What follows belongs to an exercise in optimizing a design on an open flow for small area, a short achievable clock period and few clock cycles per item; a production flow would make more cautious choices.
RTL that was checked went through simulation tests only; none was proved equivalent to the original.
For runs 1 and 2, only the layout was checked, not whether the RTL still works.
Power and IR drop assume default switching activity.

===== design/flow/design.v =====
module multiplier_1(
    input clk,
    input res_n,
    input start,
    output reg done,
    input [15:0] arg1,
    input [15:0] arg2,
    output reg [31:0] product
    );
    reg busy;                      
    reg [16:0] S, C;               
    reg [7:0] LS, LC;              
    reg [7:0] L;                   
    wire [24:0] hp, hg, hc;
    mul_pg #(25) upg (.a({S, LS}), .b({C, LC}), .p(hp), .g(hg));
    mul_pfx #(25) upfx (.p(hp), .g(hg), .c(hc));
    wire [24:0] hi = ~(hp ^ hc);
    wire lc = hi[8] ^ S[0] ^ C[0];    
    wire [7:1] x = busy ? arg2[15:9] : arg2[7:1];
    wire [16:0] i0 = busy ? S : ~{1'b0, arg2[0] ? arg1 : 16'd0};
    wire [16:0] i1 = busy ? C : ~{arg2[8] ? arg1[8:0] : 9'd0, 8'd0};
    wire [6:0] e = ~(busy ? 7'd0 : arg2[8] ? arg1[15:9] : 7'd0);
    wire aci = ~(busy & lc);
    wire [15:0] pp1 = ~(x[1] ? arg1 : 16'd0);
    wire [15:0] pp2 = ~(x[2] ? arg1 : 16'd0);
    wire [15:0] pp3 = ~(x[3] ? arg1 : 16'd0);
    wire [15:0] pp4 = ~(x[4] ? arg1 : 16'd0);
    wire [15:0] pp5 = ~(x[5] ? arg1 : 16'd0);
    wire [15:0] pp6 = ~(x[6] ? arg1 : 16'd0);
    wire [15:0] pp7 = ~(x[7] ? arg1 : 16'd0);
    wire s1;
    wire c2;
    wire s3;
    wire c4;
    wire s5;
    wire c6;
    wire s7;
    wire c8;
    wire s9;
    wire c10;
    wire s11;
    wire c12;
    wire s13;
    wire c14;
    wire s15;
    wire c16;
    wire s17;
    wire c18;
    wire s19;
    wire c20;
    wire s21;
    wire c22;
    wire s23;
    wire c24;
    wire s25;
    wire c26;
    wire s27;
    wire c28;
    wire s29;
    wire c30;
    wire s31;
    wire c32;
    wire s33;
    wire c34;
    wire s35;
    wire c36;
    wire s37;
    wire c38;
    wire s39;
    wire c40;
    wire s41;
    wire c42;
    wire s43;
    wire c44;
    wire s45;
    wire c46;
    wire s47;
    wire c48;
    wire s49;
    wire c50;
    wire s51;
    wire c52;
    wire s53;
    wire c54;
    wire s55;
    wire c56;
    wire s57;
    wire c58;
    wire s59;
    wire c60;
    wire s61;
    wire c62;
    wire s63;
    wire c64;
    wire s65;
    wire c66;
    wire s67;
    wire c68;
    wire s69;
    wire c70;
    wire s71;
    wire c72;
    wire s73;
    wire c74;
    wire s75;
    wire c76;
    wire s77;
    wire c78;
    wire s79;
    wire c80;
    wire s81;
    wire c82;
    wire s83;
    wire c84;
    wire s85;
    wire c86;
    wire s87;
    wire c88;
    wire s89;
    wire c90;
    wire s91;
    wire c92;
    wire s93;
    wire c94;
    wire s95;
    wire c96;
    wire s97;
    wire c98;
    wire s99;
    wire c100;
    wire s101;
    wire c102;
    wire s103;
    wire c104;
    wire s105;
    wire c106;
    wire s107;
    wire c108;
    wire s109;
    wire c110;
    wire s111;
    wire c112;
    wire s113;
    wire c114;
    wire s115;
    wire c116;
    wire s117;
    wire c118;
    wire s119;
    wire c120;
    wire s121;
    wire c122;
    wire s123;
    wire c124;
    wire s125;
    wire c126;
    wire s127;
    wire c128;
    wire s129;
    wire c130;
    wire s131;
    wire c132;
    wire s133;
    wire c134;
    wire s135;
    wire c136;
    wire s137;
    wire c138;
    wire s139;
    wire c140;
    wire s141;
    wire c142;
    wire s143;
    wire c144;
    wire s145;
    wire c146;
    wire s147;
    wire c148;
    wire s149;
    wire c150;
    wire s151;
    wire c152;
    wire s153;
    wire c154;
    wire s155;
    wire c156;
    wire s157;
    wire c158;
    wire s159;
    wire c160;
    wire s161;
    wire c162;
    wire s163;
    wire c164;
    wire s165;
    wire c166;
    wire s167;
    wire c168;
    wire s169;
    wire c170;
    wire s171;
    wire c172;
    wire s173;
    wire c174;
    wire s175;
    wire c176;
    wire s177;
    wire c178;
    wire s179;
    wire c180;
    wire s181;
    wire c182;
    wire s183;
    wire c184;
    wire s185;
    wire c186;
    wire s187;
    wire c188;
    wire s189;
    wire c190;
    wire s191;
    wire c192;
    wire s193;
    wire c194;
    wire s195;
    wire c196;
    wire s197;
    wire c198;
    wire s199;
    wire c200;
    wire s201;
    wire c202;
    wire s203;
    wire c204;
    wire s205;
    wire c206;
    wire s207;
    wire c208;
    wire s209;
    wire c210;
    wire s211;
    wire c212;
    wire s213;
    wire c214;
    wire s215;
    wire c216;
    wire s217;
    wire c218;
    wire s219;
    wire c220;
    wire s221;
    wire c222;
    wire s223;
    wire c224;
    wire s225;
    wire c226;
    mul_fa us1 (.a(pp1[4]), .b(pp2[3]), .c(1'b1), .s(s1), .co(c2));
    mul_fa us3 (.a(pp1[5]), .b(pp2[4]), .c(pp3[3]), .s(s3), .co(c4));
    mul_fa us5 (.a(pp4[2]), .b(pp5[1]), .c(1'b1), .s(s5), .co(c6));
    mul_fa us7 (.a(pp1[6]), .b(pp2[5]), .c(pp3[4]), .s(s7), .co(c8));
    mul_fa us9 (.a(pp4[3]), .b(pp5[2]), .c(pp6[1]), .s(s9), .co(c10));
    mul_fa us11 (.a(pp7[0]), .b(i0[7]), .c(1'b1), .s(s11), .co(c12));
    mul_fa us13 (.a(pp1[7]), .b(pp2[6]), .c(pp3[5]), .s(s13), .co(c14));
    mul_fa us15 (.a(pp4[4]), .b(pp5[3]), .c(pp6[2]), .s(s15), .co(c16));
    mul_fa us17 (.a(pp7[1]), .b(i0[8]), .c(i1[8]), .s(s17), .co(c18));
    mul_fa us19 (.a(pp1[8]), .b(pp2[7]), .c(pp3[6]), .s(s19), .co(c20));
    mul_fa us21 (.a(pp4[5]), .b(pp5[4]), .c(pp6[3]), .s(s21), .co(c22));
    mul_fa us23 (.a(pp7[2]), .b(i0[9]), .c(i1[9]), .s(s23), .co(c24));
    mul_fa us25 (.a(pp1[9]), .b(pp2[8]), .c(pp3[7]), .s(s25), .co(c26));
    mul_fa us27 (.a(pp4[6]), .b(pp5[5]), .c(pp6[4]), .s(s27), .co(c28));
    mul_fa us29 (.a(pp7[3]), .b(i0[10]), .c(i1[10]), .s(s29), .co(c30));
    mul_fa us31 (.a(pp1[10]), .b(pp2[9]), .c(pp3[8]), .s(s31), .co(c32));
    mul_fa us33 (.a(pp4[7]), .b(pp5[6]), .c(pp6[5]), .s(s33), .co(c34));
    mul_fa us35 (.a(pp7[4]), .b(i0[11]), .c(i1[11]), .s(s35), .co(c36));
    mul_fa us37 (.a(pp1[11]), .b(pp2[10]), .c(pp3[9]), .s(s37), .co(c38));
    mul_fa us39 (.a(pp4[8]), .b(pp5[7]), .c(pp6[6]), .s(s39), .co(c40));
    mul_fa us41 (.a(pp7[5]), .b(i0[12]), .c(i1[12]), .s(s41), .co(c42));
    mul_fa us43 (.a(pp1[12]), .b(pp2[11]), .c(pp3[10]), .s(s43), .co(c44));
    mul_fa us45 (.a(pp4[9]), .b(pp5[8]), .c(pp6[7]), .s(s45), .co(c46));
    mul_fa us47 (.a(pp7[6]), .b(i0[13]), .c(i1[13]), .s(s47), .co(c48));
    mul_fa us49 (.a(pp1[13]), .b(pp2[12]), .c(pp3[11]), .s(s49), .co(c50));
    mul_fa us51 (.a(pp4[10]), .b(pp5[9]), .c(pp6[8]), .s(s51), .co(c52));
    mul_fa us53 (.a(pp7[7]), .b(i0[14]), .c(i1[14]), .s(s53), .co(c54));
    mul_fa us55 (.a(pp1[14]), .b(pp2[13]), .c(pp3[12]), .s(s55), .co(c56));
    mul_fa us57 (.a(pp4[11]), .b(pp5[10]), .c(pp6[9]), .s(s57), .co(c58));
    mul_fa us59 (.a(pp7[8]), .b(i0[15]), .c(i1[15]), .s(s59), .co(c60));
    mul_fa us61 (.a(pp1[15]), .b(pp2[14]), .c(pp3[13]), .s(s61), .co(c62));
    mul_fa us63 (.a(pp4[12]), .b(pp5[11]), .c(pp6[10]), .s(s63), .co(c64));
    mul_fa us65 (.a(pp7[9]), .b(i0[16]), .c(i1[16]), .s(s65), .co(c66));
    mul_fa us67 (.a(e[0]), .b(pp2[15]), .c(pp3[14]), .s(s67), .co(c68));
    mul_fa us69 (.a(pp4[13]), .b(pp5[12]), .c(pp6[11]), .s(s69), .co(c70));
    mul_fa us71 (.a(e[1]), .b(pp3[15]), .c(pp4[14]), .s(s71), .co(c72));
    mul_fa us73 (.a(pp1[2]), .b(pp2[1]), .c(1'b1), .s(s73), .co(c74));
    mul_fa us75 (.a(pp1[3]), .b(pp2[2]), .c(pp3[1]), .s(s75), .co(c76));
    mul_fa us77 (.a(pp4[0]), .b(i0[4]), .c(1'b1), .s(s77), .co(c78));
    mul_fa us79 (.a(pp3[2]), .b(pp4[1]), .c(pp5[0]), .s(s79), .co(c80));
    mul_fa us81 (.a(i0[5]), .b(i1[5]), .c(s1), .s(s81), .co(c82));
    mul_fa us83 (.a(pp6[0]), .b(i0[6]), .c(i1[6]), .s(s83), .co(c84));
    mul_fa us85 (.a(c2), .b(s5), .c(s3), .s(s85), .co(c86));
    mul_fa us87 (.a(i1[7]), .b(c6), .c(c4), .s(s87), .co(c88));
    mul_fa us89 (.a(s7), .b(s9), .c(s11), .s(s89), .co(c90));
    mul_fa us91 (.a(c8), .b(c10), .c(c12), .s(s91), .co(c92));
    mul_fa us93 (.a(s13), .b(s15), .c(s17), .s(s93), .co(c94));
    mul_fa us95 (.a(c14), .b(c16), .c(c18), .s(s95), .co(c96));
    mul_fa us97 (.a(s19), .b(s21), .c(s23), .s(s97), .co(c98));
    mul_fa us99 (.a(c20), .b(c22), .c(c24), .s(s99), .co(c100));
    mul_fa us101 (.a(s25), .b(s27), .c(s29), .s(s101), .co(c102));
    mul_fa us103 (.a(c26), .b(c28), .c(c30), .s(s103), .co(c104));
    mul_fa us105 (.a(s31), .b(s33), .c(s35), .s(s105), .co(c106));
    mul_fa us107 (.a(c32), .b(c34), .c(c36), .s(s107), .co(c108));
    mul_fa us109 (.a(s37), .b(s39), .c(s41), .s(s109), .co(c110));
    mul_fa us111 (.a(c38), .b(c40), .c(c42), .s(s111), .co(c112));
    mul_fa us113 (.a(s43), .b(s45), .c(s47), .s(s113), .co(c114));
    mul_fa us115 (.a(c44), .b(c46), .c(c48), .s(s115), .co(c116));
    mul_fa us117 (.a(s49), .b(s51), .c(s53), .s(s117), .co(c118));
    mul_fa us119 (.a(c50), .b(c52), .c(c54), .s(s119), .co(c120));
    mul_fa us121 (.a(s55), .b(s57), .c(s59), .s(s121), .co(c122));
    mul_fa us123 (.a(c56), .b(c58), .c(c60), .s(s123), .co(c124));
    mul_fa us125 (.a(s61), .b(s63), .c(s65), .s(s125), .co(c126));
    mul_fa us127 (.a(pp7[10]), .b(c62), .c(c64), .s(s127), .co(c128));
    mul_fa us129 (.a(s67), .b(c66), .c(s69), .s(s129), .co(c130));
    mul_fa us131 (.a(pp5[13]), .b(pp6[12]), .c(pp7[11]), .s(s131), .co(c132));
    mul_fa us133 (.a(c68), .b(c70), .c(s71), .s(s133), .co(c134));
    mul_fa us135 (.a(e[2]), .b(pp4[15]), .c(pp5[14]), .s(s135), .co(c136));
    mul_fa us137 (.a(pp6[13]), .b(pp7[12]), .c(c72), .s(s137), .co(c138));
    mul_fa us139 (.a(e[3]), .b(pp5[15]), .c(pp6[14]), .s(s139), .co(c140));
    mul_fa us141 (.a(pp1[1]), .b(pp2[0]), .c(1'b1), .s(s141), .co(c142));
    mul_fa us143 (.a(pp3[0]), .b(i0[3]), .c(i1[3]), .s(s143), .co(c144));
    mul_fa us145 (.a(i1[4]), .b(c74), .c(s75), .s(s145), .co(c146));
    mul_fa us147 (.a(c76), .b(c78), .c(s79), .s(s147), .co(c148));
    mul_fa us149 (.a(c80), .b(s83), .c(c82), .s(s149), .co(c150));
    mul_fa us151 (.a(c84), .b(s87), .c(c86), .s(s151), .co(c152));
    mul_fa us153 (.a(c88), .b(s91), .c(c90), .s(s153), .co(c154));
    mul_fa us155 (.a(c92), .b(s95), .c(c94), .s(s155), .co(c156));
    mul_fa us157 (.a(c96), .b(s99), .c(c98), .s(s157), .co(c158));
    mul_fa us159 (.a(c100), .b(s103), .c(c102), .s(s159), .co(c160));
    mul_fa us161 (.a(c104), .b(s107), .c(c106), .s(s161), .co(c162));
    mul_fa us163 (.a(c108), .b(s111), .c(c110), .s(s163), .co(c164));
    mul_fa us165 (.a(c112), .b(s115), .c(c114), .s(s165), .co(c166));
    mul_fa us167 (.a(c116), .b(s119), .c(c118), .s(s167), .co(c168));
    mul_fa us169 (.a(c120), .b(s123), .c(c122), .s(s169), .co(c170));
    mul_fa us171 (.a(c124), .b(s127), .c(c126), .s(s171), .co(c172));
    mul_fa us173 (.a(s131), .b(c128), .c(c130), .s(s173), .co(c174));
    mul_fa us175 (.a(c132), .b(s135), .c(c134), .s(s175), .co(c176));
    mul_fa us177 (.a(pp7[13]), .b(c136), .c(s139), .s(s177), .co(c178));
    mul_fa us179 (.a(e[4]), .b(pp6[15]), .c(pp7[14]), .s(s179), .co(c180));
    mul_fa us181 (.a(i0[0]), .b(i1[0]), .c(1'b1), .s(s181), .co(c182));
    mul_fa us183 (.a(pp1[0]), .b(i0[1]), .c(i1[1]), .s(s183), .co(c184));
    mul_fa us185 (.a(i0[2]), .b(i1[2]), .c(s141), .s(s185), .co(c186));
    mul_fa us187 (.a(c142), .b(s73), .c(s143), .s(s187), .co(c188));
    mul_fa us189 (.a(c144), .b(s77), .c(s145), .s(s189), .co(c190));
    mul_fa us191 (.a(c146), .b(s81), .c(s147), .s(s191), .co(c192));
    mul_fa us193 (.a(c148), .b(s85), .c(s149), .s(s193), .co(c194));
    mul_fa us195 (.a(s89), .b(c150), .c(s151), .s(s195), .co(c196));
    mul_fa us197 (.a(s93), .b(c152), .c(s153), .s(s197), .co(c198));
    mul_fa us199 (.a(s97), .b(c154), .c(s155), .s(s199), .co(c200));
    mul_fa us201 (.a(s101), .b(c156), .c(s157), .s(s201), .co(c202));
    mul_fa us203 (.a(s105), .b(c158), .c(s159), .s(s203), .co(c204));
    mul_fa us205 (.a(s109), .b(c160), .c(s161), .s(s205), .co(c206));
    mul_fa us207 (.a(s113), .b(c162), .c(s163), .s(s207), .co(c208));
    mul_fa us209 (.a(s117), .b(c164), .c(s165), .s(s209), .co(c210));
    mul_fa us211 (.a(s121), .b(c166), .c(s167), .s(s211), .co(c212));
    mul_fa us213 (.a(s125), .b(c168), .c(s169), .s(s213), .co(c214));
    mul_fa us215 (.a(s129), .b(c170), .c(s171), .s(s215), .co(c216));
    mul_fa us217 (.a(s133), .b(c172), .c(s173), .s(s217), .co(c218));
    mul_fa us219 (.a(s137), .b(c174), .c(s175), .s(s219), .co(c220));
    mul_fa us221 (.a(c138), .b(s177), .c(c176), .s(s221), .co(c222));
    mul_fa us223 (.a(c140), .b(s179), .c(c178), .s(s223), .co(c224));
    mul_fa us225 (.a(e[5]), .b(pp7[15]), .c(c180), .s(s225), .co(c226));
    wire [24:0] ra = {1'b1, e[6], s225, s223, s221, s219, s217, s215, s213, s211, s209, s207, s205, s203, s201, s199, s197, s195, s193, s191, s189, s187, s185, s183, s181};
    wire [24:0] rb = {1'b1, c226, c224, c222, c220, c218, c216, c214, c212, c210, c208, c206, c204, c202, c200, c198, c196, c194, c192, c190, c188, c186, c184, c182, aci};
    always @(*) product = {hi[23:0], L};
    always @(posedge clk) begin
        if (!res_n) begin
            done <= 1'b0;
            busy <= 1'b0;
        end else if (!done) begin
            if (busy) begin
                busy <= 1'b0;
                done <= 1'b1;
            end else if (start)
                busy <= 1'b1;
        end
        if (!done) begin
            S <= ra[24:8];
            C <= rb[24:8];
            LS <= ra[7:0];
            LC <= rb[7:0];
            L <= hi[7:0];
        end
    end
endmodule
module mul_pg #(parameter N = 8) (input [N-1:0] a, input [N-1:0] b, output [N-1:0] p, output [N-1:0] g);
    assign p = a ^ b;
    assign g = {a[N-1:1] & b[N-1:1], a[0] | b[0]};
endmodule
module mul_pfx #(parameter N = 8) (input [N-1:0] p, input [N-1:0] g, output [N-1:0] c);
    localparam L = $clog2(N);
    wire [N-1:0] gg [0:L];
    wire [N-1:0] pp [0:L];
    assign gg[0] = g;
    assign pp[0] = {p[N-1:1], 1'b0};
    genvar k, i;
    generate
        for (k = 0; k < L; k = k + 1) begin : lvl
            for (i = 0; i < N; i = i + 1) begin : bt
                if (i >= (1 << k)) begin : op
                    assign gg[k+1][i] = gg[k][i] | (pp[k][i] & gg[k][i - (1 << k)]);
                    assign pp[k+1][i] = pp[k][i] & pp[k][i - (1 << k)];
                end else begin : thru
                    assign gg[k+1][i] = gg[k][i];
                    assign pp[k+1][i] = pp[k][i];
                end
            end
        end
    endgenerate
    assign c = {gg[L][N-2:0], 1'b1};
endmodule
module mul_fa(input a, input b, input c, output s, output co);
    assign {co, s} = a + b + c;
endmodule

===== design/flow/flow/run.sh =====
#!/bin/bash
# The standard layout, with every port buffered by the smallest buffer
# (sky130_fd_sc_hd__buf_1) and a leaner clock tree.
set -euo pipefail
bash standard.sh BUFFER_PORTS_ARGS="-buffer_cell sky130_fd_sc_hd__buf_1" CTS_ARGS="-sink_clustering_enable -repair_clock_nets -dont_use_dummy_load -buf_list sky130_fd_sc_hd__clkbuf_8" > standard.log 2>&1

===== design/flow/standard.sh =====
#!/bin/bash
# synth_recipe.tcl (not shown) runs the flow's synth.tcl, then flattens the netlist and writes it again
# the make line also repeats each setting of config.mk as NAME=value (left out here)
make -C /OpenROAD-flow-scripts/flow DESIGN_CONFIG=/design/flow/config.mk WORK_HOME=/design/flow/orfs CLKGATE_MAP_FILE= SYNTH_SCRIPT=/design/flow/synth_recipe.tcl "${@:-finish}"

===== design/flow/config.mk =====
export PLATFORM = sky130hd
export DESIGN_NAME = multiplier_1
export DESIGN_NICKNAME = multiplier_1
export VERILOG_FILES = /design/flow/design.v
export SDC_FILE = /design/flow/constraint.sdc
export NUM_CORES = 4
export LEC_CHECK = 0
export CAP_MARGIN = 20
export CORE_MARGIN = 2
export CORE_UTILIZATION = 55
export PLACE_DENSITY = 0.75
export SETUP_SLACK_MARGIN = 1.4
export SLEW_MARGIN = 20
export SYNTH_HIERARCHICAL = 1

===== design/flow/constraint.sdc =====
create_clock -name core_clock -period 5.0 [get_ports {clk}]
set_input_delay 1.0000 -clock core_clock [delete_from_list [all_inputs] [get_ports {clk}]]
set_output_delay 1.0000 -clock core_clock [all_outputs]
set_load 0.01 [all_outputs]

==> reports/results.env, run 1 <==
RUN_STATUS='finished clean'
TIMING.CRITICAL_PATH.FROM_TYPE='register'
CTS_INSERTED_BUFFERS=9
PLACEMENTROWS=38
FILL_CELLS=851
FIRST_PASS_GRT_WIRE_LENGTH_UM=23000
WORSTPATHMAXFANOUT=4
POWER.STATIC_LEAKAGE_nW=2.44
FIRST_GLOBAL_VIAS=4559
DETAILEDROUTE.FIRSTPASSITERATIONCOUNT=5
DRCVIOLATIONCOUNT=0
INITIAL_UTILIZATION=0.562
PORT-BUFFER-COUNT=67
SYNTH_WARNINGS=8
TIMING.SETUP.TNS_NS=0
NETLIST_INSTANCES=517
WORST_CASE_VDD_IR_DROP_mV=0.490
CLOCK_PATH_BUFFERS=2
HEADROOM_TO_THE_MAX_SLEW_LIMIT=0.494
MIN_PERIOD_OVER_PERIOD=0.750
WORST_CLOCK_SKEW_NS=0.0188
HOLD_PATH_CLASS='reg2reg'
POST_ROUTE_CELLS_DRIVE_ABOVE_1_SHARE=0.149
ROOT_BUFFER='sky130_fd_sc_hd__clkbuf_8'
CRIT_SLOWEST_CELL='sky130_fd_sc_hd__edfxtp_1'
FINAL.HOLD.WORST_SLACK_NS=0.522
NUMCLOCKSINKS=58
DETAIL_ROUTE.VIAS_PER_CELL=5.79
CRITICAL_PATH_CLASS='reg2out'
GLOBALROUTEOVERFLOWTOTAL=0
WORSTSKEWPAIRLATENCY_NS=0.35
FINALHOLDVIOLCOUNT=0
MAX-CAP-VIOLATIONS=0
TIMING.FINAL.CRIT_PERIOD_NS=3.75
FINAL_UTIL=0.629
ANTENNA_FOUND_INITIAL=0
CRITPATHTOPFAMILY='compound AO/OA/AOI/OAI gates'
GP_CONGESTION=0.908
SYN2LAYOUT_AREA_GROWTH_PCT=12.0
ANT_NETS=0
DR_TOTAL_VIAS=4199
GLOBAL_ROUTE.USAGE.TOTAL=0.267
FMAXACHIEVABLE_GHz=0.266
ENDPOINT_KIND_OF_THE_WORST_SETUP_TIMING_PATH='primary output'
CTS_HTREE_LEVELS=3
SLEW_VIOLATIONS=0
TOTAL_ROUTED_LENGTH_UM=14700
CTS_TREE='built'
DRTITER0DRC=375
IO_PINS=68
ANTENNA_CELLS_INSERTED=0
REPORT.POWER.TOTAL_W=0.00428
RSZ0062_AT_GRT='true'
FINISH.NET_COUNT=759
DIE_X_EXTENT_UM=109
DP.FINAL_HPWL_UM=10800
CRIT_BUF_INV=1
POST_SYNTH_DESIGN_CELL_AREA_UM2=6090
WL_PER_CELL_UM=20.2
TIMING.CRITICAL_PATH.REQUIRED_NS=4.00
WORST_PATH_MAX_STAGE_DELAY_NS=0.46
COREAREA_UM2=10800
CLK_TRANSITION_REPORTED_PATHS_NS=0.06
CRIT_CHAIN='ha_4 -> and4_1 -> a221o_1 -> o21ai_4 -> o21ai_2 -> o31a_1 -> a31o_1 -> xnor2_1 -> buf_2'
CP_ARRIVAL_NS=2.75
P_PER_AREA_nW_PER_UM2=628
FLOORPLAN.DIE.HEIGHT_UM=109
SYN_AVG_CELL_AREA_UM2=11.8
HOLD_BUFFERS=0
SETUP-VIOLATIONS-FINAL=0
GRT_MAX_DEGREE=57
DIE_OUTLINE_AREA_UM2=11900
TRANSITION_TIME_OF_THE_TIGHTEST_SLEW_CHECK_PIN_NS=0.759
-- sequential cells by signal (all words and copies together) (netlist names) --
name and flops:
C 16, S 16, LC 8, LS 8
L 8, busy 1, done 1
-- path summary, 6_finish.rpt --
| kind | end | startpoint | cells after the start | slack, ns |
|---|---|---|---|---|
| worst max-delay path | product[26] | C[1] | 9 | 1.25 |
| worst min register to register | busy | done | 2 | 0.52 |
| worst max register to register | S[0] | busy | 7 | 1.64 |
| worst min-delay path | busy | done | 2 | 0.52 |
-- final cells by class --
class / instances / area, um2 / share of cell area
repair buffers: 87 / 430 / 0.0631
flip-flops and latches: 58 / 1720 / 0.253
inverters: 4 / 15.0 / 0.00220
multi-input cells: 427 / 4350 / 0.638
clock buffers: 9 / 124 / 0.0182
well taps: 140 / 175 / 0.0257
-- routing by layer --
metal,up-vias,share of wire,global-route usage
met1,2153,0.38,0.317
met5,-,0,0
met2,192,0.52,0.466
met4,0,0.044,0.124
li1,1815,-,-
met3,39,0.059,0.0562
-- power by group --
group          total, W  internal [W]  switching [W]
sequential      0.00102      0.000878       0.000138
clock          0.000340      0.000160       0.000180
combinational   0.00293       0.00139        0.00154
total           0.00428       0.00242        0.00186
-- worst min-delay path: stages (launching register included) --
cell and delay (ns):
sky130_fd_sc_hd__dfxtp_1 0.34, sky130_fd_sc_hd__nand2_1 0.07, sky130_fd_sc_hd__a21boi_0 0.07
-- cells in the final DEF (no fill, tap or decap), types with 2 or more instances in the layout --
cell type                  count
sky130_fd_sc_hd__a21o_1       21
sky130_fd_sc_hd__a21oi_1      18
sky130_fd_sc_hd__a21oi_2       4
sky130_fd_sc_hd__buf_1        50
sky130_fd_sc_hd__buf_2        11
sky130_fd_sc_hd__buf_4        18
sky130_fd_sc_hd__buf_6         2
sky130_fd_sc_hd__clkbuf_2      6
sky130_fd_sc_hd__clkbuf_8      9
sky130_fd_sc_hd__conb_1        9
sky130_fd_sc_hd__edfxtp_1     56
sky130_fd_sc_hd__fa_1        113
sky130_fd_sc_hd__ha_1         19
sky130_fd_sc_hd__ha_4          5
sky130_fd_sc_hd__inv_1         3
sky130_fd_sc_hd__mux2_2       13
sky130_fd_sc_hd__mux2_4        2
sky130_fd_sc_hd__nand2_1     134
sky130_fd_sc_hd__nand2b_1      6
sky130_fd_sc_hd__nand3_1       3
sky130_fd_sc_hd__nand4_1       2
sky130_fd_sc_hd__nor2_1        2
sky130_fd_sc_hd__nor2b_1      24
sky130_fd_sc_hd__o21ai_0       2
sky130_fd_sc_hd__or2_2         3
sky130_fd_sc_hd__or2b_1        5
sky130_fd_sc_hd__xnor2_1      22
sky130_fd_sc_hd__xnor2_2       4
-- stage by stage --
step	setup WS (ns)	cell area (um2)	std cells
2_1_floorplan	1.40	6140	524
3_3_place_gp	1.12	6390	701
3_5_place_dp	1.04	6390	701
4_1_cts	1.22	6730	723
5_1_grt	1.10	6820	725
6_report	1.25	6820	725
-- what timing repair did --
action	4_1_cts	5_1_grt
pin swaps	22	4
setup endpoints to repair	17	19
setup buffers	13	2
endpoints found under the hold margin	0	0
resized for setup	25	18
==> run 2: changes to the inputs <==
--- a/design/flow/config.mk
+++ b/design/flow/config.mk
@@ -9,6 +9,6 @@
 export CORE_MARGIN = 2
 export CORE_UTILIZATION = 55
 export PLACE_DENSITY = 0.75
-export SETUP_SLACK_MARGIN = 1.4
+export SETUP_SLACK_MARGIN = 1.6
 export SLEW_MARGIN = 20
 export SYNTH_HIERARCHICAL = 1
==> run 2 against run 1 <==
  * Non-clock buffer count grew 30
  * Via count grew 4.7%
  * Combinational power grew 6%
  * First-iteration DRC count grew 12%
  * Critical path depth grew 1
  * Sequential share of layout area shrank 1.8 points
  * Critical endpoint is now product[25]
  * Synthesized cell count is the same
  * Count of clock-buffer cells in the layout is the same
  * Power grew 4.1%
  * Critical path type unchanged
  * Worst hold slack lost 0.019 ns
==> reports/results.env, run 2 <==
RUN_STATUS='finished clean'
DETAIL_ROUTE.VIAS_PER_CELL=5.81  # +0.31%
INTERNAL-POWER_W=0.00259  # +6.8%
P_SWITCHING_W=0.00187  # +0.49%
DETAILEDROUTE.FIRSTPASSITERATIONCOUNT=5  # unchanged
INITIAL_UTILIZATION=0.562  # unchanged
CLK_TRANSITION_REPORTED_PATHS_NS=0.06  # about the same
GP_CONGESTION=0.887  # -2.2%
HEADROOM_TO_THE_MAX_SLEW_LIMIT=0.504  # +0.0100
DRCVIOLATIONCOUNT=0  # unchanged
PLACED_AREA_UM2=6520  # +2.1%
ANT_NETS=0  # unchanged
POWER.STATIC_LEAKAGE_nW=2.70  # +11%
TIMING.SETUP.TNS_NS=0  # unchanged
POST_SYNTH_DESIGN_CELL_AREA_UM2=6090  # unchanged
NETLIST_INSTANCES=517  # unchanged
MOSTFREQUENTLAYOUTCELLS='129 x sky130_fd_sc_hd__nand2_1, 76 x sky130_fd_sc_hd__fa_1, 56 x sky130_fd_sc_hd__edfxtp_1'
POWER.SWITCHING_FRACTION=0.419  # -0.0150
MIN_PERIOD_OVER_PERIOD=0.753  # +0.00252
HOLD_PATH_CLASS='reg2reg'
SYNTH_WARNINGS=8  # unchanged
CRITICAL_PATH_CLASS='reg2out'
LAYOUT.CELLS.MOST_COMMON='sky130_fd_sc_hd__nand2_1'
TIMING.CRITICAL_PATH.FROM_TYPE='register'
MAX-CAP-VIOLATIONS=0  # unchanged
ANTENNA_CELLS_INSERTED=0  # unchanged
CLOCK_PATH_BUFFERS=2  # unchanged
CTS_INSERTED_BUFFERS=9  # unchanged
CTS_TREE='built'
P_PER_AREA_nW_PER_UM2=607  # -3.3%
FIRST_GLOBAL_VIAS=4581  # +0.48%
CTS_HTREE_LEVELS=3  # unchanged
GLOBAL_ROUTE.USAGE.TOTAL=0.264  # -0.00278
WORST_CLOCK_SKEW_NS=0.0125  # -0.00632 ns
FINISH.NET_COUNT=791  # +4.2%
SYN_AVG_CELL_AREA_UM2=11.8  # unchanged
GRT_MAX_DEGREE=57  # unchanged
TIMING.CRITICAL_PATH.REQUIRED_NS=4.00  # about the same
ROOT_BUFFER='sky130_fd_sc_hd__clkbuf_8'
FINALHOLDVIOLCOUNT=0  # unchanged
CLKPWRFRAC=0.076  # -0.003
SYN2LAYOUT_AREA_GROWTH_PCT=20.6
FIRST_PASS_GRT_WIRE_LENGTH_UM=22900  # -0.54%
DR_TOTAL_VIAS=4398  # +4.7%
TOTAL_ROUTED_LENGTH_UM=15500  # +5.4%
WORSTPATHMAXFANOUT=4  # unchanged
SLEW_VIOLATIONS=0  # unchanged
FINAL.HOLD.WORST_SLACK_NS=0.503  # -0.0194 ns
ENDPOINT_KIND_OF_THE_WORST_SETUP_TIMING_PATH='primary output'
WL_PER_CELL_UM=20.4  # +0.93%
DIE_X_EXTENT_UM=109  # unchanged
DP.FINAL_HPWL_UM=10900  # +0.33%
PLACEMENTROWS=38  # unchanged
HOLD_BUFFERS=0  # unchanged
ANTENNA_FOUND_INITIAL=0  # unchanged
FINAL_DESIGN_AREA_NO_FILL_UM2=7340  # +7.7%
SETUP-VIOLATIONS-FINAL=0  # unchanged
CP_ARRIVAL_NS=2.77  # +0.02 ns
PORT-BUFFER-COUNT=67  # unchanged
FLOORPLAN.DIE.HEIGHT_UM=109  # unchanged
COMB_POWER_SHARE=0.697  # +0.014
WORSTSKEWPAIRLATENCY_NS=0.35  # about the same
TRANSITION_TIME_OF_THE_TIGHTEST_SLEW_CHECK_PIN_NS=0.744  # -0.0150 ns
DRTITER0DRC=421  # +12%
COREAREA_UM2=10800  # unchanged
GLOBALROUTEOVERFLOWTOTAL=0  # unchanged
POST_ROUTE_CELLS_DRIVE_ABOVE_1_SHARE=0.310  # +0.161
TIMING.FINAL.CRIT_PERIOD_NS=3.77  # +0.0126 ns
WORST_CASE_VDD_IR_DROP_mV=0.480  # -2.1%
RSZ0062_AT_GRT='true'
SEQ_POWER_SHARE=0.228  # -0.009
FINAL_UTIL=0.677  # +0.0482
FMAXACHIEVABLE_GHz=0.266  # -0.33%
DIE_OUTLINE_AREA_UM2=11900  # unchanged
IO_PINS=68  # unchanged
NUMCLOCKSINKS=58  # unchanged
LARGEST_REGISTERS='C: 16 flops, S: 16 flops'
## run 2: worst max-delay path, stage by stage, from the launching register on
cell and delay (ns):
sky130_fd_sc_hd__edfxtp_1 0.43, sky130_fd_sc_hd__ha_4 0.28, sky130_fd_sc_hd__a21oi_2 0.12, sky130_fd_sc_hd__nand2_1 0.07
sky130_fd_sc_hd__a221o_1 0.36, sky130_fd_sc_hd__o21ai_4 0.23, sky130_fd_sc_hd__o21ai_2 0.11, sky130_fd_sc_hd__o31a_1 0.32
sky130_fd_sc_hd__a21o_1 0.21, sky130_fd_sc_hd__xnor2_2 0.12, sky130_fd_sc_hd__buf_2 0.14
## run 2: final timing paths
path | from | to | slack [ns] | cells after the start
hold / removal | done | busy | 0.50 | 2
setup reg to reg | busy | S[8] | 1.77 | 7
setup / recovery | C[0] | product[25] | 1.23 | 10
hold reg to reg | done | busy | 0.50 | 2
## run 2: final cells by class
type | count | area (um2)
clock buffer | 9 | 124
timing repair buffer | 117 | 743
fill | 810 | 3500
sequential | 58 | 1730
tap | 140 | 175
inverter | 4 | 15.0
multi-input combinational | 429 | 4560
## run 2: through the flow
stage	power [W]	setup WS (ns)	cells
after detailed placement	0.00352	0.786	703
final	0.00446	1.23	757
after CTS	0.00419	1.26	731
after global routing	0.00481	1.11	757
after floorplan	0.00282	1.43	524
after global placement	0.00342	0.880	703
## run 2: power groups by stage
stage	Sequential, W	Combinational (W)	Clock [W]
after global placement	0.00101	0.00241	0
after CTS	0.00102	0.00283	0.000342
after detailed placement	0.00101	0.00251	0
after floorplan	0.000969	0.00185	0
final	0.00101	0.00310	0.000337
after global routing	0.00103	0.00342	0.000360
## run 2: what timing repair did
item / CTS / global route
resized for setup: 52 / 34
hold endpoints to repair: 0 / 0
endpoints found under the setup margin: 47 / 27
pin swaps: 26 / 22
gates cloned: 0 / 3
buffers inserted: 19 / 23
## run 2: per-layer routing
metal	global-route usage	share of wire
met4	0.162	0.049
met1	0.313	0.37
met5	0	0
met3	0.0424	0.065
met2	0.453	0.51
==> run 3: changes to the inputs <==
--- a/design/flow/design.v
+++ b/design/flow/design.v
@@ -13,7 +13,7 @@
     reg [7:0] L;                   
     wire [24:0] hp, hg, hc;
     mul_pg #(25) upg (.a({S, LS}), .b({C, LC}), .p(hp), .g(hg));
-    mul_pfx #(25) upfx (.p(hp), .g(hg), .c(hc));
+    mul_pfx #(25, 5) upfx (.p(hp), .g(hg), .c(hc));
     wire [24:0] hi = ~(hp ^ hc);
     wire lc = hi[8] ^ S[0] ^ C[0];    
     wire [7:1] x = busy ? arg2[15:9] : arg2[7:1];
@@ -394,8 +394,7 @@
     assign p = a ^ b;
     assign g = {a[N-1:1] & b[N-1:1], a[0] | b[0]};
 endmodule
-module mul_pfx #(parameter N = 8) (input [N-1:0] p, input [N-1:0] g, output [N-1:0] c);
-    localparam L = $clog2(N);
+module mul_pfx #(parameter N = 8, parameter L = 3) (input [N-1:0] p, input [N-1:0] g, output [N-1:0] c);
     wire [N-1:0] gg [0:L];
     wire [N-1:0] pp [0:L];
     assign gg[0] = g;
--- a/design/flow/config.mk
+++ b/design/flow/config.mk
@@ -9,6 +9,6 @@
 export CORE_MARGIN = 2
 export CORE_UTILIZATION = 55
 export PLACE_DENSITY = 0.75
-export SETUP_SLACK_MARGIN = 1.6
+export SETUP_SLACK_MARGIN = 1.3
 export SLEW_MARGIN = 20
 export SYNTH_HIERARCHICAL = 1
==> run 3 against run 2 <==
  * Clock power about the same
  * Global-route usage rose by 0.50 points
  * Still clean on timing, DRC and antenna
  * Sequential share of layout area up 2.0 points
  * Highest routed layer unchanged
==> reports/results.env, run 3 <==
ENDPOINT_KIND_OF_THE_WORST_SETUP_TIMING_PATH='primary output'
DP.FINAL_HPWL_UM=11100  # +2.1%
CRITPATHTOPFAMILY='compound AO/OA/AOI/OAI gates'
SYN2LAYOUT_AREA_GROWTH_PCT=10.7
RUN_STATUS='finished clean'
ROOT_BUFFER='sky130_fd_sc_hd__clkbuf_8'
PORT-BUFFER-COUNT=67  # unchanged
TIMING.CRITICAL_PATH.REQUIRED_NS=4.00  # about the same
WORSTSKEWPAIRLATENCY_NS=0.34  # about the same
GLOBALROUTEOVERFLOWTOTAL=0  # unchanged
CLOCK_PATH_BUFFERS=2  # unchanged
CRITICAL_PATH.REG2REG.ENDPOINT='S[0]'
POST_SYNTH_DESIGN_CELL_AREA_UM2=6090  # unchanged
WORST_PATH_MAX_STAGE_DELAY_NS=0.46  # +0.03 ns
TIMING.CRITICAL_PATH.FROM_TYPE='register'
SYN_AVG_CELL_AREA_UM2=11.8  # unchanged
CTS_HTREE_LEVELS=3  # unchanged
HOLD_BUFFERS=0  # unchanged
DIE_X_EXTENT_UM=109  # unchanged
FIRST_GLOBAL_VIAS=4533  # -1.0%
MOSTFREQUENTLAYOUTCELLS='134 x sky130_fd_sc_hd__nand2_1, 113 x sky130_fd_sc_hd__fa_1, 58 x sky130_fd_sc_hd__buf_1'
REG2REG_FROM='busy'
NETLIST_INSTANCES=517  # unchanged
ANT_NETS=0  # unchanged
FIRST_PASS_GRT_WIRE_LENGTH_UM=23200  # +1.3%
DETAIL_ROUTE.VIAS_PER_CELL=5.83  # +0.43%
POWER.STATIC_LEAKAGE_nW=2.38  # -12%
RR_WORST_DEPTH=7  # unchanged
RSZ0062_AT_GRT='true'
HOLD_PATH_CLASS='reg2reg'
DR_TOTAL_VIAS=4201  # -4.5%
WORST_MIN_DELAY_PATH_STARTPOINT='done'
FINISH.NET_COUNT=754  # -4.7%
WORSTPATHMAXFANOUT=4  # unchanged
FINALHOLDVIOLCOUNT=0  # unchanged
GP_CONGESTION=0.913  # +2.9%
TIMING.FINAL.CRIT_PERIOD_NS=3.76  # -0.00972 ns
FLOORPLAN.DIE.HEIGHT_UM=109  # unchanged
INITIAL_UTILIZATION=0.562  # unchanged
WORST_CASE_VDD_IR_DROP_mV=0.407  # -15%
TIMING.SETUP.TNS_NS=0  # unchanged
LARGEST_REGISTERS='C: 16 flops, S: 16 flops'
CRITICAL_PATH_CLASS='reg2out'
WORST_CLOCK_SKEW_NS=0.0325  # +0.0200 ns
PLACED_AREA_UM2=6380  # -2.2%
DIE_OUTLINE_AREA_UM2=11900  # unchanged
NUMCLOCKSINKS=58  # unchanged
WL_PER_CELL_UM=20.6  # +0.94%
CLK_TRANSITION_REPORTED_PATHS_NS=0.07  # about the same
TIMING.REG2REG.SETUP_SLACK_NS=1.44  # -0.33 ns
MIN_PERIOD_OVER_PERIOD=0.751  # -0.00194
CTS_TREE='built'
SLEW_VIOLATIONS=0  # unchanged
FMAXACHIEVABLE_GHz=0.266  # +0.26%
SETUP-VIOLATIONS-FINAL=0  # unchanged
WHS_PATH_DEPTH=2  # unchanged
SYNTH_WARNINGS=8  # unchanged
HEADROOM_TO_THE_MAX_SLEW_LIMIT=0.629  # +0.125
LAYOUT.CELLS.MOST_COMMON='sky130_fd_sc_hd__nand2_1'
FINAL_DESIGN_AREA_NO_FILL_UM2=6740  # -8.2%
P_PER_AREA_nW_PER_UM2=621  # +2.2%
DETAILEDROUTE.FIRSTPASSITERATIONCOUNT=5  # unchanged
TIMING.HOLD.WORST_ENDPOINT='busy'
COREAREA_UM2=10800  # unchanged
CRIT_SLOWEST_CELL='sky130_fd_sc_hd__edfxtp_1'
DRCVIOLATIONCOUNT=0  # unchanged
CP_ARRIVAL_NS=2.76  # about the same
TRANSITION_TIME_OF_THE_TIGHTEST_SLEW_CHECK_PIN_NS=0.556  # -0.188 ns
IO_PINS=68  # unchanged
GLOBAL_ROUTE.USAGE.TOTAL=0.269  # +0.00498
ANTENNA_FOUND_INITIAL=0  # unchanged
PLACEMENTROWS=38  # unchanged
CRIT_BUF_INV=1  # unchanged
DRTITER0DRC=346  # -18%
CTS_INSERTED_BUFFERS=9  # unchanged
GRT_MAX_DEGREE=43  # -25%
CRIT_CHAIN='ha_4 -> and4_1 -> a221o_1 -> o21ai_4 -> o21ai_2 -> o31a_1 -> a21o_1 -> xnor2_1 -> buf_2'
POST_ROUTE_CELLS_DRIVE_ABOVE_1_SHARE=0.121  # -0.189
ANTENNA_CELLS_INSERTED=0  # unchanged
MAX-CAP-VIOLATIONS=0  # unchanged
TOTAL_ROUTED_LENGTH_UM=14800  # -4.0%
run 3: area by class of cell:
cell class	count	area [um2]
sequential	58	1720
fill	881	4100
inverter	4	15.0
tap	140	175
clock buffer	9	124
multi-input combinational	427	4320
timing repair buffer	82	383
run 3: through the flow:
stage / setup WS (ns) / cells / power (W) / hold WS [ns] / utilization
6_report: 1.24 / 720 / 0.00418 / 0.516 / 0.622
3_3_place_gp: 0.888 / 700 / 0.00337 / 0.504 / 0.589
5_1_grt: 1.11 / 720 / 0.00453 / 0.571 / 0.622
4_1_cts: 1.23 / 718 / 0.00411 / 0.523 / 0.616
3_5_place_dp: 0.843 / 700 / 0.00351 / 0.503 / 0.589
2_1_floorplan: 1.31 / 524 / 0.00276 / 0.521 / -
run 3: worst max-delay path by stage:
| stage | startpoint | endpoint | slack [ns] | cells past startpoint |
|---|---|---|---|---|
| floorplan | arg2[0] | S[7] | 1.31 | 8 |
| global placement | arg2[8] | S[10] | 0.89 | 8 |
| detailed placement | arg2[8] | S[10] | 0.84 | 8 |
| CTS | C[0] | product[29] | 1.23 | 10 |
| global route | C[0] | product[25] | 1.11 | 10 |
| finish | S[1] | product[25] | 1.24 | 9 |
run 3: worst reg2reg max path: cells and delay by family (launching register included):
family	cells	cell delay (ns)
buffers and inverters	1	0.35
AND/OR/NAND/NOR	1	0.15
adder cells (fa/ha/maj)	4	1.84
AO/OA/AOI/OAI	1	0.37
flip-flops	1	0.59
run 3: power breakdown:
group          total (W)  switching (W)  internal (W)  leakage, nW
sequential       0.00102       0.000138      0.000878        0.567
clock           0.000335       0.000175      0.000160       0.0647
combinational    0.00283        0.00151       0.00132         1.75
total            0.00418        0.00182       0.00236         2.38
run 3: timing repair:
| action | CTS | global route |
|---|---|---|
| resized for setup | 20 | 11 |
| pin swaps | 18 | 4 |
| setup buffers | 9 | 2 |
| hold endpoints to repair | 0 | 0 |
| endpoints found under the setup margin | 22 | 19 |
| cloned | 0 | 0 |
run 3: routing by layer:
layer  GRT usage  vias to the layer above  share of wire  wire [um]
met5           0                        -              0          0
met4       0.112                        0          0.035        524
met3      0.0448                       42          0.075       1120
met2       0.466                      230           0.52       7720
met1       0.337                     2120           0.37       5480
li1            -                     1809              -          -
Testbench counts of run 3, summed over its fixed seeds: cycles 568, items 192.
==> run 4: changes to the inputs <==
--- a/design/flow/design.v
+++ b/design/flow/design.v
@@ -11,10 +11,10 @@
     reg [16:0] S, C;               
     reg [7:0] LS, LC;              
     reg [7:0] L;                   
-    wire [24:0] hp, hg, hc;
-    mul_pg #(25) upg (.a({S, LS}), .b({C, LC}), .p(hp), .g(hg));
-    mul_pfx #(25, 5) upfx (.p(hp), .g(hg), .c(hc));
-    wire [24:0] hi = ~(hp ^ hc);
+    wire [23:0] hp, hg, hc;
+    mul_pg #(24) upg (.a({S[15:0], LS}), .b({C[15:0], LC}), .p(hp), .g(hg));
+    mul_pfx #(24, 5) upfx (.p(hp), .g(hg), .c(hc));
+    wire [23:0] hi = ~(hp ^ hc);
     wire lc = hi[8] ^ S[0] ^ C[0];    
     wire [7:1] x = busy ? arg2[15:9] : arg2[7:1];
     wire [16:0] i0 = busy ? S : ~{1'b0, arg2[0] ? arg1 : 16'd0};
==> run 4 against run 3 <==
  * Design area grew 0.93%
  * Critical path type unchanged
  * Register-to-register slack about the same
  * Largest power group unchanged
  * Synthesized cell count rose by 7.2%
  * Worst hold slack improved by 0.0082 ns
  * Cell count grew 4.4%
  * Global-route usage decreased by 2.1 points
  * Utilization is 1.8 points lower
  * Non-clock buffer count decreased by 8
  * Critical endpoint is now product[31]
  * Die area rose by 3.0%
==> reports/results.env, run 4 <==
GLOBALROUTEOVERFLOWTOTAL=0  # unchanged
DRCVIOLATIONCOUNT=0  # unchanged
TIMING.CRITICAL_PATH.FROM_TYPE='register'
LAYOUT.CELLS.MOST_COMMON='sky130_fd_sc_hd__nand2_1'
PRE_CTS_WS_NS=0.820  # -0.0230 ns
GP_CONGESTION=0.894  # -2.1%
SYNTHDISTINCTLIBCELLS=48
NETLIST_INSTANCES=554  # +7.2%
SEQ_AREA_FRAC_SYNTH=0.274
CRIT_SLOWEST_CELL='sky130_fd_sc_hd__edfxtp_1'
SYNTH.TOP_CELL.AREA_SHARE=0.360
SYNTH_WARNINGS=8  # unchanged
DIE_OUTLINE_AREA_UM2=12300  # +3.0%
MIN_PERIOD_OVER_PERIOD=0.726  # -0.0251
CP_ARRIVAL_NS=2.63  # -0.13 ns
GLOBAL_ROUTE.USAGE.TOTAL=0.249  # -0.0208
FILL_CELLS=887  # +0.68%
WL_PER_CELL_UM=19.4  # -5.7%
FLOORPLAN.DIE.HEIGHT_UM=111  # +1.5%
FINALHOLDVIOLCOUNT=0  # unchanged
SYN2LAYOUT_AREA_GROWTH_PCT=8.37
WORSTSKEWPAIRLATENCY_NS=0.35  # about the same
P_PER_AREA_nW_PER_UM2=634  # +2.2%
CTS_TREE='built'
CLOCK_PATH_BUFFERS=2  # unchanged
CRITPATHTOPFAMILY='compound AO/OA/AOI/OAI gates'
ASYNC_RESET_FF_FRAC=0
FINAL.HOLD.WORST_SLACK_NS=0.524  # +0.00815 ns
RSZ0062_AT_GRT='true'
ANTENNA_CELLS_INSERTED=0  # unchanged
SLEW_VIOLATIONS=0  # unchanged
GRT_MAX_DEGREE=57  # +33%
SYN_AVG_CELL_AREA_UM2=11.3  # -3.8%
DRTITER0DRC=289  # -16%
TRANSITION_TIME_OF_THE_TIGHTEST_SLEW_CHECK_PIN_NS=0.947  # +0.390 ns
FMAXACHIEVABLE_GHz=0.275  # +3.5%
YOSYSMOSTFREQUENTCELL='sky130_fd_sc_hd__nand2_1'
IO_PINS=68  # unchanged
COREAREA_UM2=11300  # +4.0%
CRITICAL_PATH_CLASS='reg2out'
DETAILEDROUTE.FIRSTPASSITERATIONCOUNT=5  # unchanged
ENDPOINT_KIND_OF_THE_WORST_SETUP_TIMING_PATH='primary output'
PLACEMENTROWS=39  # +2.6%
WORSTPATHMAXFANOUT=6  # +2
PORT-BUFFER-COUNT=67  # unchanged
WORST_PATH_MAX_STAGE_DELAY_NS=0.42  # -0.04 ns
RUN_STATUS='finished clean'
MAX-CAP-VIOLATIONS=0  # unchanged
ANT_NETS=0  # unchanged
REPORT.POWER.TOTAL_W=0.00432  # +3.2%
SYNTHTOPCELLSBYCOUNT='143 x sky130_fd_sc_hd__nand2_1, 113 x sky130_fd_sc_hd__fa_1, 56 x sky130_fd_sc_hd__edfxtp_1'
NUMCLOCKSINKS=58  # unchanged
INITIAL_UTILIZATION=0.557  # -0.00463
CTS_HTREE_LEVELS=3  # unchanged
ANTENNA_FOUND_INITIAL=0  # unchanged
SYNTH_TOP_FLOP_CELL='sky130_fd_sc_hd__edfxtp_1'
LARGEST_REGISTERS='C: 16 flops, S: 16 flops'
TIMING.CRITICAL_PATH.REQUIRED_NS=4.00  # about the same
TIMING.FINAL.CRIT_PERIOD_NS=3.63  # -0.125 ns
DETAIL_ROUTE.VIAS_PER_CELL=5.81  # -0.40%
POWER.STATIC_LEAKAGE_nW=2.34  # -1.8%
LAYOUT_SETUP_WS_NS=1.37  # +0.125 ns
TOTAL_ROUTED_LENGTH_UM=14600  # -1.5%
HOLD_BUFFERS=0  # unchanged
SYNTH_AREA_LEADER_CELL='sky130_fd_sc_hd__fa_1'
DP.FINAL_HPWL_UM=11300  # +1.5%
WORST_CASE_VDD_IR_DROP_mV=0.536  # +32%
HEADROOM_TO_THE_MAX_SLEW_LIMIT=0.369  # -0.260
ROOT_BUFFER='sky130_fd_sc_hd__clkbuf_8'
SYNTH_ENABLE_FLOP_CELLS=56
CLK_TRANSITION_REPORTED_PATHS_NS=0.07  # about the same
HOLD_PATH_CLASS='reg2reg'
TIMING.SETUP.TNS_NS=0  # unchanged
CRIT_CHAIN='ha_4 -> a21o_1 -> a31o_4 -> o22a_4 -> a21o_4 -> o221ai_4 -> o221ai_2 -> xnor2_1 -> buf_2'
MOSTFREQUENTLAYOUTCELLS='143 x sky130_fd_sc_hd__nand2_1, 113 x sky130_fd_sc_hd__fa_1, 61 x sky130_fd_sc_hd__buf_1'
POST_SYNTH_DESIGN_CELL_AREA_UM2=6280  # +3.1%
SETUP-VIOLATIONS-FINAL=0  # unchanged
CRIT_BUF_INV=1  # unchanged
DR_TOTAL_VIAS=4370  # +4.0%
POST_ROUTE_CELLS_DRIVE_ABOVE_1_SHARE=0.0952  # -0.0255
DIE_X_EXTENT_UM=111  # +1.5%
FIRST_PASS_GRT_WIRE_LENGTH_UM=23900  # +3.3%
NUMBER_OF_SYNTHESIZED_REGISTER_BITS=58
FINISH.NET_COUNT=783  # +3.8%
CTS_INSERTED_BUFFERS=9  # unchanged
YS_TOP_CELLS_BY_AREA='sky130_fd_sc_hd__fa_1 36%, sky130_fd_sc_hd__edfxtp_1 27%, sky130_fd_sc_hd__nand2_1 8.6%, sky130_fd_sc_hd__ha_1 4.8%, sky130_fd_sc_hd__xnor2_1 3.6%'
FIRST_GLOBAL_VIAS=4795  # +5.8%
WORST_CLOCK_SKEW_NS=0.0150  # -0.0175 ns
run 4: cell count changes in the layout (fill, tap and decap cells not counted), sizes merged, moves of 3 or more:
cell    before  now
buf         80   74
a21oi       22   30
nand2      135  144
inv          4   15
a31oi        0    3
a21o        21    8
or2          3    0
o21ai        4    9
nor2         2    8
o221ai       0    4
run 4: modules after synthesis, one instance, submodules excluded, a selection:
module,area (um2),copies in the design,cells inside
mul_fa,20.0,113,1
multiplier_1,3110,1,317
run 4: final cells by class:
| type | instances | area (um2) | area share |
|---|---|---|---|
| Multi-Input combinational cell | 452 | 4400 | 0.647 |
| Timing Repair Buffer | 74 | 312 | 0.0458 |
| Tap cell | 143 | 179 | 0.0263 |
| Clock buffer | 9 | 124 | 0.0182 |
| Inverter | 16 | 61.3 | 0.00901 |
| Sequential cell | 58 | 1720 | 0.253 |
run 4: kinds of logic (layout without fill, tap and decap cells):
family / after synthesis / count (layout) / synth area share
other: 2 / 9 / 0.00120
adder cells (fa/ha/maj): 137 / 137 / 0.408
flip-flops: 58 / 58 / 0.274
AND/OR/NAND/NOR: 196 / 196 / 0.136
multiplexers: 15 / 15 / 0.0281
XOR/XNOR: 26 / 26 / 0.0363
buffers and inverters: 51 / 99 / 0.0399
AO/OA/AOI/OAI: 69 / 69 / 0.0765
run 4: worst paths after layout:
kind               from           to  slack, ns  cells past startpoint
setup / recovery  LS[1]  product[31]       1.37                      9
hold reg to reg    done         busy       0.52                      2
hold / removal     done         busy       0.52                      2
setup reg to reg   busy         S[2]       1.43                      7
run 4: layer usage:
metal,global-route usage,part of all wire,vias up
met3,0.0519,0.070,34
met5,0,0,-
li1,-,-,1918
met2,0.416,0.50,230
met1,0.326,0.41,2188
met4,0.0850,0.025,0
run 4: report_power, final:
group	total (W)	internal [W]	switching [W]
combinational	0.00297	0.00129	0.00168
sequential	0.00101	0.000879	0.000135
clock	0.000332	0.000160	0.000172
run 4: repair_timing:
| action | CTS | global route |
|---|---|---|
| setup buffers | 1 | 3 |
| endpoints found under the setup margin | 30 | 9 |
| pin swaps | 4 | 6 |
| gates resized for setup | 11 | 10 |
run 4: metrics by stage:
stage	std cells	util	instance area, um2
after global routing	752	0.604	6800
after CTS	749	0.596	6720
after detailed placement	739	0.583	6570
after floorplan	561	-	6310
after global placement	739	0.583	6570
final	752	0.604	6800
run 4: tightest hold or removal path: stages, from the launching register on:
cell	delay, ns
sky130_fd_sc_hd__dfxtp_1	0.34
sky130_fd_sc_hd__nand2_1	0.07
sky130_fd_sc_hd__a21boi_0	0.07
Testbench counts of run 4, summed over its fixed seeds: cycles 568, items 192.
==> run 5: changes to the inputs <==
--- a/design/flow/config.mk
+++ b/design/flow/config.mk
@@ -9,6 +9,6 @@
 export CORE_MARGIN = 2
 export CORE_UTILIZATION = 55
 export PLACE_DENSITY = 0.75
-export SETUP_SLACK_MARGIN = 1.3
+export SETUP_SLACK_MARGIN = 1.2
 export SLEW_MARGIN = 20
 export SYNTH_HIERARCHICAL = 1
==> run 5 against run 4 <==
  * Die area did not move
  * Synthesized area did not move
  * Setup slack worse by 0.090 ns
  * Sequential power about the same
  * Via count grew 2.1%
  * Combinational power shrank 1%
  * Cell count increased by 0.13%
  * Critical path type unchanged
==> reports/results.env, run 5 <==
RUN_STATUS='finished clean'
FINAL.HOLD.WORST_SLACK_NS=0.512  # -0.0117 ns
ENDPOINT_KIND_OF_THE_WORST_SETUP_TIMING_PATH='primary output'
MAX-CAP-VIOLATIONS=0  # unchanged
DETAIL_ROUTE.VIAS_PER_CELL=5.93  # +2.0%
POST_ROUTE_CELLS_DRIVE_ABOVE_1_SHARE=0.0934  # -0.00180
COMB_POWER_SHARE=0.685  # -0.003
POWER.STATIC_LEAKAGE_nW=2.34  # +0.30%
CLOCK_PATH_BUFFERS=2  # unchanged
WORST_CLOCK_SKEW_NS=0.0148  # -0.000223 ns
SYNTH_ENABLE_FLOP_CELLS=56  # unchanged
INITIAL_UTILIZATION=0.557  # unchanged
SYN2LAYOUT_AREA_GROWTH_PCT=8.11
RSZ0062_AT_GRT='true'
WORST_CASE_VDD_IR_DROP_mV=0.464  # -14%
P_PER_AREA_nW_PER_UM2=630  # -0.67%
MET3_WIRELENGTH_UM=1190  # +16%
TIMING.CRITICAL_PATH.REQUIRED_NS=4.00  # about the same
CRIT_SLOWEST_CELL='sky130_fd_sc_hd__edfxtp_1'
ROOT_BUFFER='sky130_fd_sc_hd__clkbuf_8'
POWER.SWITCHING_FRACTION=0.464  # +0.00236
NETLIST_INSTANCES=554  # unchanged
NUMCLOCKSINKS=58  # unchanged
FINAL_UTIL=0.602  # -0.00144
SYNTH_TOP_FLOP_CELL='sky130_fd_sc_hd__edfxtp_1'
TIMING.SETUP.TNS_NS=0  # unchanged
CRIT_CHAIN='ha_4 -> a21o_1 -> a31o_4 -> o22a_4 -> a21o_4 -> o221ai_4 -> o21ai_2 -> xnor2_1 -> buf_2'
DETAILEDROUTE.FIRSTPASSITERATIONCOUNT=5  # unchanged
SYNTH.TOP_CELL.AREA_SHARE=0.360  # unchanged
HOLD_PATH_CLASS='reg2reg'
POST_SYNTH_DESIGN_CELL_AREA_UM2=6280  # unchanged
SETUP-VIOLATIONS-FINAL=0  # unchanged
FLOORPLAN.DIE.HEIGHT_UM=111  # unchanged
CLK_TRANSITION_REPORTED_PATHS_NS=0.06  # about the same
SYNTHTOPCELLSBYCOUNT='143 x sky130_fd_sc_hd__nand2_1, 113 x sky130_fd_sc_hd__fa_1, 56 x sky130_fd_sc_hd__edfxtp_1'
DR.MAX_LAYER_USED='met4'
YS_TOP_CELLS_BY_AREA='sky130_fd_sc_hd__fa_1 36%, sky130_fd_sc_hd__edfxtp_1 27%, sky130_fd_sc_hd__nand2_1 8.6%, sky130_fd_sc_hd__ha_1 4.8%, sky130_fd_sc_hd__xnor2_1 3.6%'
FINISH.NET_COUNT=784  # +0.13%
TIMING.CRITICAL_PATH.FROM_TYPE='register'
GRT_MAX_DEGREE=57  # unchanged
HEADROOM_TO_THE_MAX_SLEW_LIMIT=0.391  # +0.0224
P_SWITCHING_W=0.00198  # -0.40%
MOSTFREQUENTLAYOUTCELLS='143 x sky130_fd_sc_hd__nand2_1, 113 x sky130_fd_sc_hd__fa_1, 61 x sky130_fd_sc_hd__buf_1'
TOTAL_ROUTED_LENGTH_UM=15100  # +3.6%
CTS_INSERTED_BUFFERS=9  # unchanged
WORSTSKEWPAIRLATENCY_NS=0.36  # about the same
CLKPWRFRAC=0.078  # about the same
LAYOUT.CELLS.MOST_COMMON='sky130_fd_sc_hd__nand2_1'
CTS_TREE='built'
CP_ARRIVAL_NS=2.72  # +0.09 ns
ROUTE.LAYER.MET1.WL_UM=5940  # -0.40%
DR_TOTAL_VIAS=4463  # +2.1%
DRTITER0DRC=273  # -5.5%
CTS_HTREE_LEVELS=3  # unchanged
SEQ_POWER_SHARE=0.237  # +0.002
ANTENNA_CELLS_INSERTED=0  # unchanged
YOSYSMOSTFREQUENTCELL='sky130_fd_sc_hd__nand2_1'
ANT_NETS=0  # unchanged
GLOBAL_ROUTE.USAGE.TOTAL=0.254  # +0.00549
GLOBALROUTEOVERFLOWTOTAL=0  # unchanged
SLEW_VIOLATIONS=0  # unchanged
FINALHOLDVIOLCOUNT=0  # unchanged
ANTENNA_FOUND_INITIAL=0  # unchanged
WHS_PATH_DEPTH=2  # unchanged
SYN_AVG_CELL_AREA_UM2=11.3  # unchanged
FIRST_PASS_GRT_WIRE_LENGTH_UM=24000  # +0.38%
COREAREA_UM2=11300  # unchanged
PORT-BUFFER-COUNT=67  # unchanged
WORST_PATH_MAX_STAGE_DELAY_NS=0.44  # +0.02 ns
RR_WORST_DEPTH=6  # -1
TRANSITION_TIME_OF_THE_TIGHTEST_SLEW_CHECK_PIN_NS=0.912  # -0.0346 ns
MIN_PERIOD_OVER_PERIOD=0.744  # +0.0179
LAYOUT_SETUP_WS_NS=1.28  # -0.0897 ns
DRCVIOLATIONCOUNT=0  # unchanged
TIMING.FINAL.CRIT_PERIOD_NS=3.72  # +0.0896 ns
SYNTH_WARNINGS=8  # unchanged
FIRST_GLOBAL_VIAS=4768  # -0.56%
WORSTPATHMAXFANOUT=6  # unchanged
FINAL_DESIGN_AREA_NO_FILL_UM2=6790  # -0.24%
WL_PER_CELL_UM=20.1  # +3.5%
ASYNC_RESET_FF_FRAC=0  # unchanged
SEQ_AREA_FRAC_SYNTH=0.274  # unchanged
LARGEST_REGISTERS='C: 16 flops, S: 16 flops'
IO_PINS=68  # unchanged
DIE_OUTLINE_AREA_UM2=12300  # unchanged
NUMBER_OF_SYNTHESIZED_REGISTER_BITS=58  # unchanged
INTERNAL-POWER_W=0.00229  # -1.3%
CRITICAL_PATH_CLASS='reg2out'
PLACED_AREA_UM2=6570  # unchanged
SYNTHDISTINCTLIBCELLS=48  # unchanged
GP_CONGESTION=0.868  # -2.9%
PLACEMENTROWS=39  # unchanged
SYNTH_AREA_LEADER_CELL='sky130_fd_sc_hd__fa_1'
DIE_X_EXTENT_UM=111  # unchanged
ROUTE.MET2.WL_UM=7340  # +1.4%
DP.FINAL_HPWL_UM=11700  # +4.0%
PRE_CTS_WS_NS=0.764  # -0.0562 ns
FMAXACHIEVABLE_GHz=0.269  # -2.4%
## run 5: changes by cell type in the layout (fill, tap and decap cells not counted), sizes merged
cell,delta
clkbuf,+4
buf,-4
clkdlybuf4s15,+1
## run 5: per-module statistics from Yosys, one instance, submodules excluded, a selection
module	times used	flops+latches	area [um2]
mul_fa	113	0	20.0
multiplier_1	1	58	3110
## run 5: cell type report
type	instances	area, um2
flip-flops and latches	58	1720
repair buffers	75	325
fillers	893	4490
multi-input cells	452	4370
clock buffers	9	124
well taps	143	179
inverters	16	61.3
## run 5: cell families after synthesis
kind of cell	after synthesis	synth area share
other cells	2	0.00120
compound gates	69	0.0765
flops	58	0.274
simple gates	196	0.136
fa+ha+maj	137	0.408
xor+xnor	26	0.0363
mux	15	0.0281
buf+inv	51	0.0399
## run 5: what timing repair did
action | 4_1_cts | 5_1_grt
gates resized for setup | 6 | 11
endpoints found under the setup margin | 13 | 14
pin swaps | 3 | 9
hold buffers | 0 | 0
setup buffers | 0 | 5
## run 5: through the flow
step	total power (W)	std cells
2_1_floorplan	0.00301	561
3_3_place_gp	0.00370	739
3_5_place_dp	0.00384	739
4_1_cts	0.00418	748
5_1_grt	0.00463	753
6_report	0.00428	753
## run 5: worst paths after layout
path                             from     endpoint  slack, ns
worst max register to register   busy         S[8]       1.41
worst max-delay path            LC[1]  product[25]       1.28
worst min-delay path             done         busy       0.51
worst min register to register   done         busy       0.51
## run 5: per-layer routing
metal,track usage,up-vias
met3,0.0607,59
li1,-,1917
met2,0.413,236
met5,0,-
met4,0.132,0
met1,0.319,2251
## run 5: power by group through the flow
stage / sequential [W] / clock [W] / combinational [W]
global route: 0.00103 / 0.000347 / 0.00325
detailed placement: 0.00102 / 0 / 0.00282
CTS: 0.00101 / 0.000333 / 0.00284
floorplan: 0.000970 / 0 / 0.00204
global placement: 0.00102 / 0 / 0.00268
finish: 0.00101 / 0.000333 / 0.00293
## run 5: worst max-delay path: cells and delay by family (launching register included)
family	cells	cell delay [ns]
flip-flops	1	0.44
adder cells (fa/ha/maj)	1	0.27
buffers and inverters	1	0.17
AO/OA/AOI/OAI	6	1.25
XOR/XNOR	1	0.21

==> port drivers added, routing unchanged <==
Ports are ideal in the flow. The routed layouts listed here were re-timed in OpenROAD. Step 1 (the two cells are an assumption about what drives the block):
set clk [get_ports {clk}]
set_driving_cell -lib_cell sky130_fd_sc_hd__clkbuf_16 $clk
set_driving_cell -lib_cell sky130_fd_sc_hd__buf_2 [delete_from_list [all_inputs] $clk]
Step 2 times the ports against the registers' clock, not the clock port: input delays grow and output delays shrink by t, the midpoint of the rising clock arrivals with the driver on. Three values: ideal, step 1, step 2; two values: the first two.
run	shift t [ns]	setup slack, ns	cell pins on the clock port's net
run 1	0.380	1.248 / 1.214 / 1.108	1
run 2	0.374	1.235 / 1.204 / 1.199	1
run 3	0.360	1.245 / 1.209 / 1.003	1
run 4	0.374	1.370 / 1.338 / 1.066	1
run 5	0.390	1.281 / 1.247 / 0.950	1
After both steps every run listed still meets setup and hold. For run 5, which loses most, drivers alone change the setup slack by -0.034 ns; drivers and shift together by -0.331 ns.
